Background: an optimization exercise with open tools, aiming at small area and a short achievable clock period. Do not read the settings as production practice. The RTL was checked by simulation tests, not by an equivalence proof against the original design. No activity file was given, so power comes from the tool's default toggle rates.

### flow/design.v
module regfile(
    input  logic        i_clk, i_rst_n,
    input  logic        i_rd_wren,
    input  logic [ 4:0] i_rd_addr, i_rs1_addr, i_rs2_addr,
    input  logic [31:0] i_rd_data,
    output logic [31:0] o_rs1_data, o_rs2_data
);
    logic [31:1][31:0] regs;
    logic [31:1]       valid;
    logic [31:1]       we, sel1, sel2;
    always_comb begin
        for (int i = 1; i < 32; i++) begin
            we[i]   = i_rd_wren & (i_rd_addr == 5'(i));
            sel1[i] = valid[i] & (i_rs1_addr == 5'(i));
            sel2[i] = valid[i] & (i_rs2_addr == 5'(i));
        end
    end
    always_ff @(posedge i_clk or negedge i_rst_n) begin
        if (!i_rst_n) valid <= '0;
        else valid <= valid | we;
    end
    always_ff @(posedge i_clk) begin
        for (int i = 1; i < 32; i++)
            if (we[i]) regs[i] <= i_rd_data;
    end
    always_comb begin
        o_rs1_data = '0;
        o_rs2_data = '0;
        for (int i = 1; i < 32; i++) begin
            o_rs1_data = o_rs1_data | ({32{sel1[i]}} & regs[i]);
            o_rs2_data = o_rs2_data | ({32{sel2[i]}} & regs[i]);
        end
    end
endmodule
module singlecycle(
    input  logic        i_clk, i_rst_n,
    output logic [31:0] o_imem_addr,
    input  logic [31:0] i_imem_rdata,
    output logic [31:0] o_dmem_addr,
    output logic [31:0] o_dmem_wdata,
    output logic [ 3:0] o_dmem_wmask,
    output logic        o_dmem_we,
    output logic        o_dmem_re,
    input  logic [31:0] i_dmem_rdata,
    output logic        o_insn_vld,
    output logic [31:0] o_pc_debug
);
    logic [31:0] instr;
    logic [31:1] pc, pc_dbg;
    logic        insn_vld_q;
    assign instr       = i_imem_rdata;
    assign o_imem_addr = {pc, 1'b0};
    assign o_pc_debug  = {pc_dbg, 1'b0};
    assign o_insn_vld  = insn_vld_q;
    logic [6:0] opcode;
    logic [2:0] f3;
    logic       f7b;
    assign opcode = instr[6:0];
    assign f3     = instr[14:12];
    assign f7b    = instr[30];
    logic is_lui, is_auipc, is_jal, is_jalr, is_br, is_load, is_store, is_opimm, is_op;
    assign is_lui   = opcode == 7'b0110111;
    assign is_auipc = opcode == 7'b0010111;
    assign is_jal   = opcode == 7'b1101111;
    assign is_jalr  = opcode == 7'b1100111;
    assign is_br    = opcode == 7'b1100011;
    assign is_load  = opcode == 7'b0000011;
    assign is_store = opcode == 7'b0100011;
    assign is_opimm = opcode == 7'b0010011;
    assign is_op    = opcode == 7'b0110011;
    logic load_ok, store_ok, br_ok, valid, rd_we;
    assign load_ok  = is_load & (f3 != 3'b011) & (f3 != 3'b110) & (f3 != 3'b111);
    assign store_ok = is_store & (f3[2:1] == 2'b00 || f3 == 3'b010);
    assign br_ok    = is_br & (f3[2:1] != 2'b01);
    assign valid    = is_lui | is_auipc | is_jal | is_jalr | br_ok | load_ok | store_ok | is_opimm | is_op;
    assign rd_we    = is_lui | is_auipc | is_jal | is_jalr | load_ok | is_opimm | is_op;
    logic [31:0] imm_i, imm_s, imm_b, imm_u, imm_j;
    assign imm_i = {{20{instr[31]}}, instr[31:20]};
    assign imm_s = {{20{instr[31]}}, instr[31:25], instr[11:7]};
    assign imm_b = {{20{instr[31]}}, instr[7], instr[30:25], instr[11:8], 1'b0};
    assign imm_u = {instr[31:12], 12'b0};
    assign imm_j = {{12{instr[31]}}, instr[19:12], instr[20], instr[30:21], 1'b0};
    logic [31:0] rs1, rs2, wb;
    regfile rf(.i_clk(i_clk), .i_rst_n(i_rst_n), .i_rd_wren(rd_we),
               .i_rd_addr(instr[11:7]), .i_rs1_addr(instr[19:15]), .i_rs2_addr(instr[24:20]),
               .i_rd_data(wb), .o_rs1_data(rs1), .o_rs2_data(rs2));
    logic [31:0] agu;
    assign agu = rs1 + (is_store ? imm_s : imm_i);
    logic [31:0] pc_imm, pc_sum, pc4;
    assign pc_imm = is_jal ? imm_j : (is_br ? imm_b : imm_u);
    assign pc_sum = {pc, 1'b0} + pc_imm;
    assign pc4    = {pc + 31'd2, 1'b0};
    logic [31:0] opb, sum, xr;
    logic        sub, lt, ltu, eq;
    logic [32:0] diff;
    assign opb  = (is_op | is_br) ? rs2 : imm_i;
    assign sub  = ~(is_op & f3 == 3'b000 & ~f7b);
    assign diff = {1'b0, rs1} + {1'b0, sub ? ~opb : opb} + {32'b0, sub};
    assign sum  = diff[31:0];
    assign ltu  = ~diff[32];
    assign lt   = (rs1[31] ^ opb[31]) ? rs1[31] : diff[31];
    assign xr   = rs1 ^ opb;
    assign eq   = ~|xr;
    logic [31:0] sh_in, sh_r, sh_out;
    logic        sh_left, sh_fill;
    assign sh_left = ~f3[2];
    assign sh_fill = f7b & rs1[31] & f3[2];
    always_comb begin
        for (int k = 0; k < 32; k++) sh_in[k] = sh_left ? rs1[31-k] : rs1[k];
    end
    assign sh_r = 32'($signed({sh_fill, sh_in}) >>> opb[4:0]);
    always_comb begin
        for (int k = 0; k < 32; k++) sh_out[k] = sh_left ? sh_r[31-k] : sh_r[k];
    end
    logic [31:0] alu;
    always_comb begin
        case (f3)
            3'b000: alu = (is_op) ? sum : agu;
            3'b001: alu = sh_out;
            3'b010: alu = {31'b0, lt};
            3'b011: alu = {31'b0, ltu};
            3'b100: alu = xr;
            3'b101: alu = sh_out;
            3'b110: alu = rs1 | opb;
            default: alu = rs1 & opb;
        endcase
    end
    logic taken;
    assign taken = br_ok & (f3[2] ? ((f3[1] ? ltu : lt) ^ f3[0]) : (eq ^ f3[0]));
    logic [7:0]  ld_b;
    logic [15:0] ld_h;
    logic [31:0] ld;
    assign ld_b = i_dmem_rdata[8*agu[1:0] +: 8];
    assign ld_h = agu[1] ? i_dmem_rdata[31:16] : i_dmem_rdata[15:0];
    assign ld   = f3[1] ? i_dmem_rdata :
                  f3[0] ? {{16{~f3[2] & ld_h[15]}}, ld_h} :
                          {{24{~f3[2] & ld_b[7]}}, ld_b};
    assign o_dmem_addr  = agu;
    assign o_dmem_we    = store_ok;
    assign o_dmem_re    = load_ok;
    assign o_dmem_wmask = f3[1] ? 4'b1111 :
                          f3[0] ? (agu[1] ? 4'b1100 : 4'b0011) :
                                  (4'b0001 << agu[1:0]);
    assign o_dmem_wdata = {f3[1] ? rs2[31:24] : (f3[0] ? rs2[15:8] : rs2[7:0]),
                           f3[1] ? rs2[23:16] : rs2[7:0],
                           (f3[1] | f3[0]) ? rs2[15:8] : rs2[7:0],
                           rs2[7:0]};
    always_comb begin
        if (is_lui)                wb = imm_u;
        else if (is_auipc)         wb = pc_sum;
        else if (is_jal | is_jalr) wb = pc4;
        else if (is_load)          wb = ld;
        else                       wb = alu;
    end
    logic [31:1] pc_next;
    always_comb begin
        if (is_jal | taken) pc_next = pc_sum[31:1];
        else if (is_jalr)   pc_next = agu[31:1];
        else                pc_next = pc4[31:1];
    end
    always_ff @(posedge i_clk or negedge i_rst_n) begin
        if (!i_rst_n) begin
            pc         <= '0;
            pc_dbg     <= '0;
            insn_vld_q <= 1'b0;
        end else begin
            pc         <= pc_next;
            pc_dbg     <= pc;
            insn_vld_q <= valid;
        end
    end
endmodule
### flow/run.sh
#!/bin/bash
# synth_recipe.tcl (not shown) runs the flow's synth.tcl, then flattens the netlist and writes it again
# the make line also repeats each setting of config.mk as NAME=value (left out here)
make -C /OpenROAD-flow-scripts/flow DESIGN_CONFIG=/design/flow/config.mk WORK_HOME=/design/flow/orfs CLKGATE_MAP_FILE= SYNTH_SCRIPT=/design/flow/synth_recipe.tcl finish
### flow/constraint.sdc
create_clock -name core_clock -period 13.5 [get_ports {i_clk}]
set_input_delay 2.7000 -clock core_clock [delete_from_list [all_inputs] [get_ports {i_clk}]]
set_output_delay 2.7000 -clock core_clock [all_outputs]
set_load 0.01 [all_outputs]
### flow/config.mk
export PLATFORM = sky130hd
export DESIGN_NAME = singlecycle
export DESIGN_NICKNAME = singlecycle
export VERILOG_FILES = /design/flow/design.v
export SDC_FILE = /design/flow/constraint.sdc
export NUM_CORES = 4
export LEC_CHECK = 0
export CAP_MARGIN = 20
export CORE_MARGIN = 2
export CORE_UTILIZATION = 30
export PLACE_DENSITY = 0.5
export SETUP_SLACK_MARGIN = 0.3
export SLEW_MARGIN = 20
==> reports/results.tsv <==
metric	value	unit
hold_path_class	flip-flop to flip-flop	
static-leakage-power	0.0256	uW
clock-sinks	1086	
hold_slack	0.511	ns
clockBufferDepth	3	
hold_viol	0	
end_kind	primary output	
io_pins	201	
r2r_slack	4.90	ns
status	timing/DRC/antenna clean	
async_reset_ff_share	8.66	%
drt_pass1_iterations	10	
grt_max_degree	92	
wire_per_inst	45.0	um
synth.distinct_cells	93	
clk_pin_slew_worst_paths	0.05	ns
synth_mux_area_share	4.28	%
power_density	134	mW/mm^2
synth-adder-area-share	3.32	%
synth-seq-area-share	52.7	%
antenna_found_initial	30	
ys.flop_type	edfxtp_1	
worst_slack	0.624	ns
synthCells	5606	
drc	0	
tightest_slew	1.42	ns
viasPerCell	6.99	
cap_violations	0	
cts_tree	done	
final.setup.tns	0	ns
finish.net_count	6009	
synthXorXnorAreaFrac	1.98	%
yosys_register_bits	1086	
placed_cells	8333	
slew_headroom	4.92	%
placed_cell_area	0.0677	mm^2
synth-simple-area-share	16.7	%
area_growth	18.0	%
drive_gt1_share	13.6	%
grt_pass1_wl	506	mm
grt-ovfl-total	0	
yosys_warnings	2	
crit_arrival	10.18	ns
cp_max_fo	29	
path_class	input pin to primary output	
syn_area	0.0610	mm^2
cts_buffers	120	
period_share	95.4	%
final_cell_area	0.0719	mm^2
grt_use_total	36.0	%
portBuffers	198	
fp.coreArea	0.202	mm^2
start_kind	input pin	
cts_setup_buffers	0	
die_w	455	um
grt_pass1_vias	55396	
drtIter0Drc	12524	
route.vias.total	59910	
required	10.80	ns
ant_nets	0	
rsz0062_at_grt	no	
design.die.area	0.207	mm^2
htreeDepth	3	
syn_area_per_cell	10.9	um^2
fmax	77.7	MHz
fp.dieH	455	um
post-place-ws	0.549	ns
final_max_slew_viol_count	0	
rows	165	
synth_edf_count	992	
globalplace.congestion	1.04	
worst_clock_skew	0.0881	ns
final_cell_count_no_fill	8573	
worstSkewPairLatency	0.84	ns
hpwlAfterDp	256	mm
synth_top_family_by_area	compound AO/OA/AOI/OAI gates	
peakVddDrop	116	uV
root_buffer	clkbuf_16	
initial_core_util	30.2	%
fin_crit	12.88	ns
synth_compound_area_share	17.1	%
setup_viol	0	
drt-total-wl	386	mm
==> where the power goes <==
part           switching (uW)  internal, uW  total, uW
Clock                    1520          2060       3580
Combinational            1370           703       2070
Sequential                156          3860       4010
==> flip-flops by register name, indices dropped and copies added, names as in the netlist <==
name and count:
pc 31, rf.valid 31, pc_dbg 31, insn_vld_q 1, rf.regs 992
==> layer usage <==
layer  vias to the layer above  GRT usage (%)  wire length, um
met2                      6053           51.0           156000
met1                     29642           45.7           140000
li1                      22534              -                -
met4                        26           25.6            34100
met3                      1655           12.1            55400
met5                         -              0              190
==> worst max-delay path: stages <==
cell and delay, ns:
clkdlybuf4s50_1 0.59, buf_4 0.40, nor2b_4 0.90, and3_2 0.85
buf_4 0.35, a32o_1 0.16, a221oi_1 0.05, nand4_1 0.60
ha_1 0.41, o21a_1 0.13, a21o_1 0.19, a21o_1 0.20
a41oi_1 0.55, buf_4 0.27, o211ai_1 0.15, a31oi_1 0.27
o211ai_1 0.14, o211ai_1 0.18, nand2b_1 0.12, a21oi_1 0.18
xnor2_1 0.15, clkdlybuf4s50_1 0.57
==> worst paths after layout <==
check | from | to | depth (start not counted)
hold reg to reg | pc[30] | pc_dbg[30] | 0
max in group asynchronous | i_rst_n | rf.valid[20] | 2
setup / recovery | i_imem_rdata[19] | o_dmem_addr[30] | 22
setup reg to reg | rf.valid[14] | pc[30] | 23
min in group asynchronous | i_rst_n | pc_dbg[11] | 1
hold / removal | pc[30] | pc_dbg[30] | 0
==> metrics by stage <==
stage | util (%) | power, uW
final | 35.6 | 9660
after global placement | 33.5 | 6070
after global routing | 35.6 | 9870
after floorplan | - | 4990
after detailed placement | 33.5 | 6070
after CTS | 35.6 | 9590
==> cells in the final DEF (no fill, tap or decap), types with 157 or more instances in the layout <==
master / n
edfxtp_1: 992
a22oi_1: 475
nand4_1: 251
ha_1: 157
nor2_1: 241
buf_4: 328
clkdlybuf4s50_1: 193
a21oi_1: 189
nand2_1: 411
nand3_1: 428
==> synth_stat cells (29+ instances only) <==
library cell	count	area share (%)
nand4_1	251	2.6
buf_2	70	0.57
or4_1	29	0.36
buf_1	65	0.40
edfxtp_1	992	49
a21o_1	58	0.71
nand2b_1	32	0.33
a221oi_1	41	0.59
nor3_1	136	1.1
and3_1	116	1.2
a31oi_1	69	0.71
nor2_1	281	1.7
xnor2_1	91	1.3
a222oi_1	39	0.64
inv_1	106	0.65
a32oi_1	54	0.78
or2_2	45	0.46
ha_1	157	3.2
o21a_1	41	0.50
mux4_2	32	1.2
a21oi_1	191	1.6
nor2b_1	34	0.35
o211ai_1	32	0.39
mux2i_1	149	2.4
a22oi_1	476	5.9
and4_1	38	0.55
o22ai_1	30	0.31
clkbuf_1	329	2.0
nor4_1	58	0.60
nand3_1	428	3.5
o21ai_0	148	1.2
xor2_1	47	0.68
a22o_1	37	0.53
dfrtp_1	94	3.9
nand2_1	411	2.5
==> final cells by class <==
type                            instances  area [um^2]
Inverter                              111          419
Sequential cell                      1086        32100
Tap cell                             2672         3340
Clock inverter                         84         1130
Clock buffer                          144         3100
Timing Repair Buffer                  529         4520
Antenna cell                           12         30.0
Multi-Input combinational cell       3935        27300
Fill cell                           19844       130000
==> cell families after synthesis <==
kind of cell | Yosys count
AND/OR/NAND/NOR | 1979
buffers and inverters | 586
multiplexers | 214
AO/OA/AOI/OAI | 1442
other | 1
XOR/XNOR | 138
adder cells (fa/ha/maj) | 160
flip-flops | 1086
==> repair_timing <==
| action | 4_1_cts | 5_1_grt |
|---|---|---|
| setup endpoints to repair | 0 | 1 |
| hold buffers | 0 | 0 |
| gates resized for setup | 0 | 1 |

static timing again, ports no longer ideal:
The results above use ideal ports. As a check the final layout listed here was re-extracted and re-timed, cells and wires unchanged.
Step 1 assumes that a clkbuf_16 drives the clock port and a buf_2 every other input.
Step 2, shift: input delay + t, output delay - t, t = (earliest + latest rising clock arrival at the registers) / 2. This alone moves slack from input paths to output paths.
Slacks: ideal / step 1 / step 2; pairs: ideal / step 1.
t, ns: 0.886
setup slack, ns: 0.624 / 0.602 / 0.602
cell pins on the clock port's net: 1
After both steps this run still meets setup and hold. For this run, drivers alone change the setup slack by -0.022 ns; drivers and shift together by -0.022 ns.
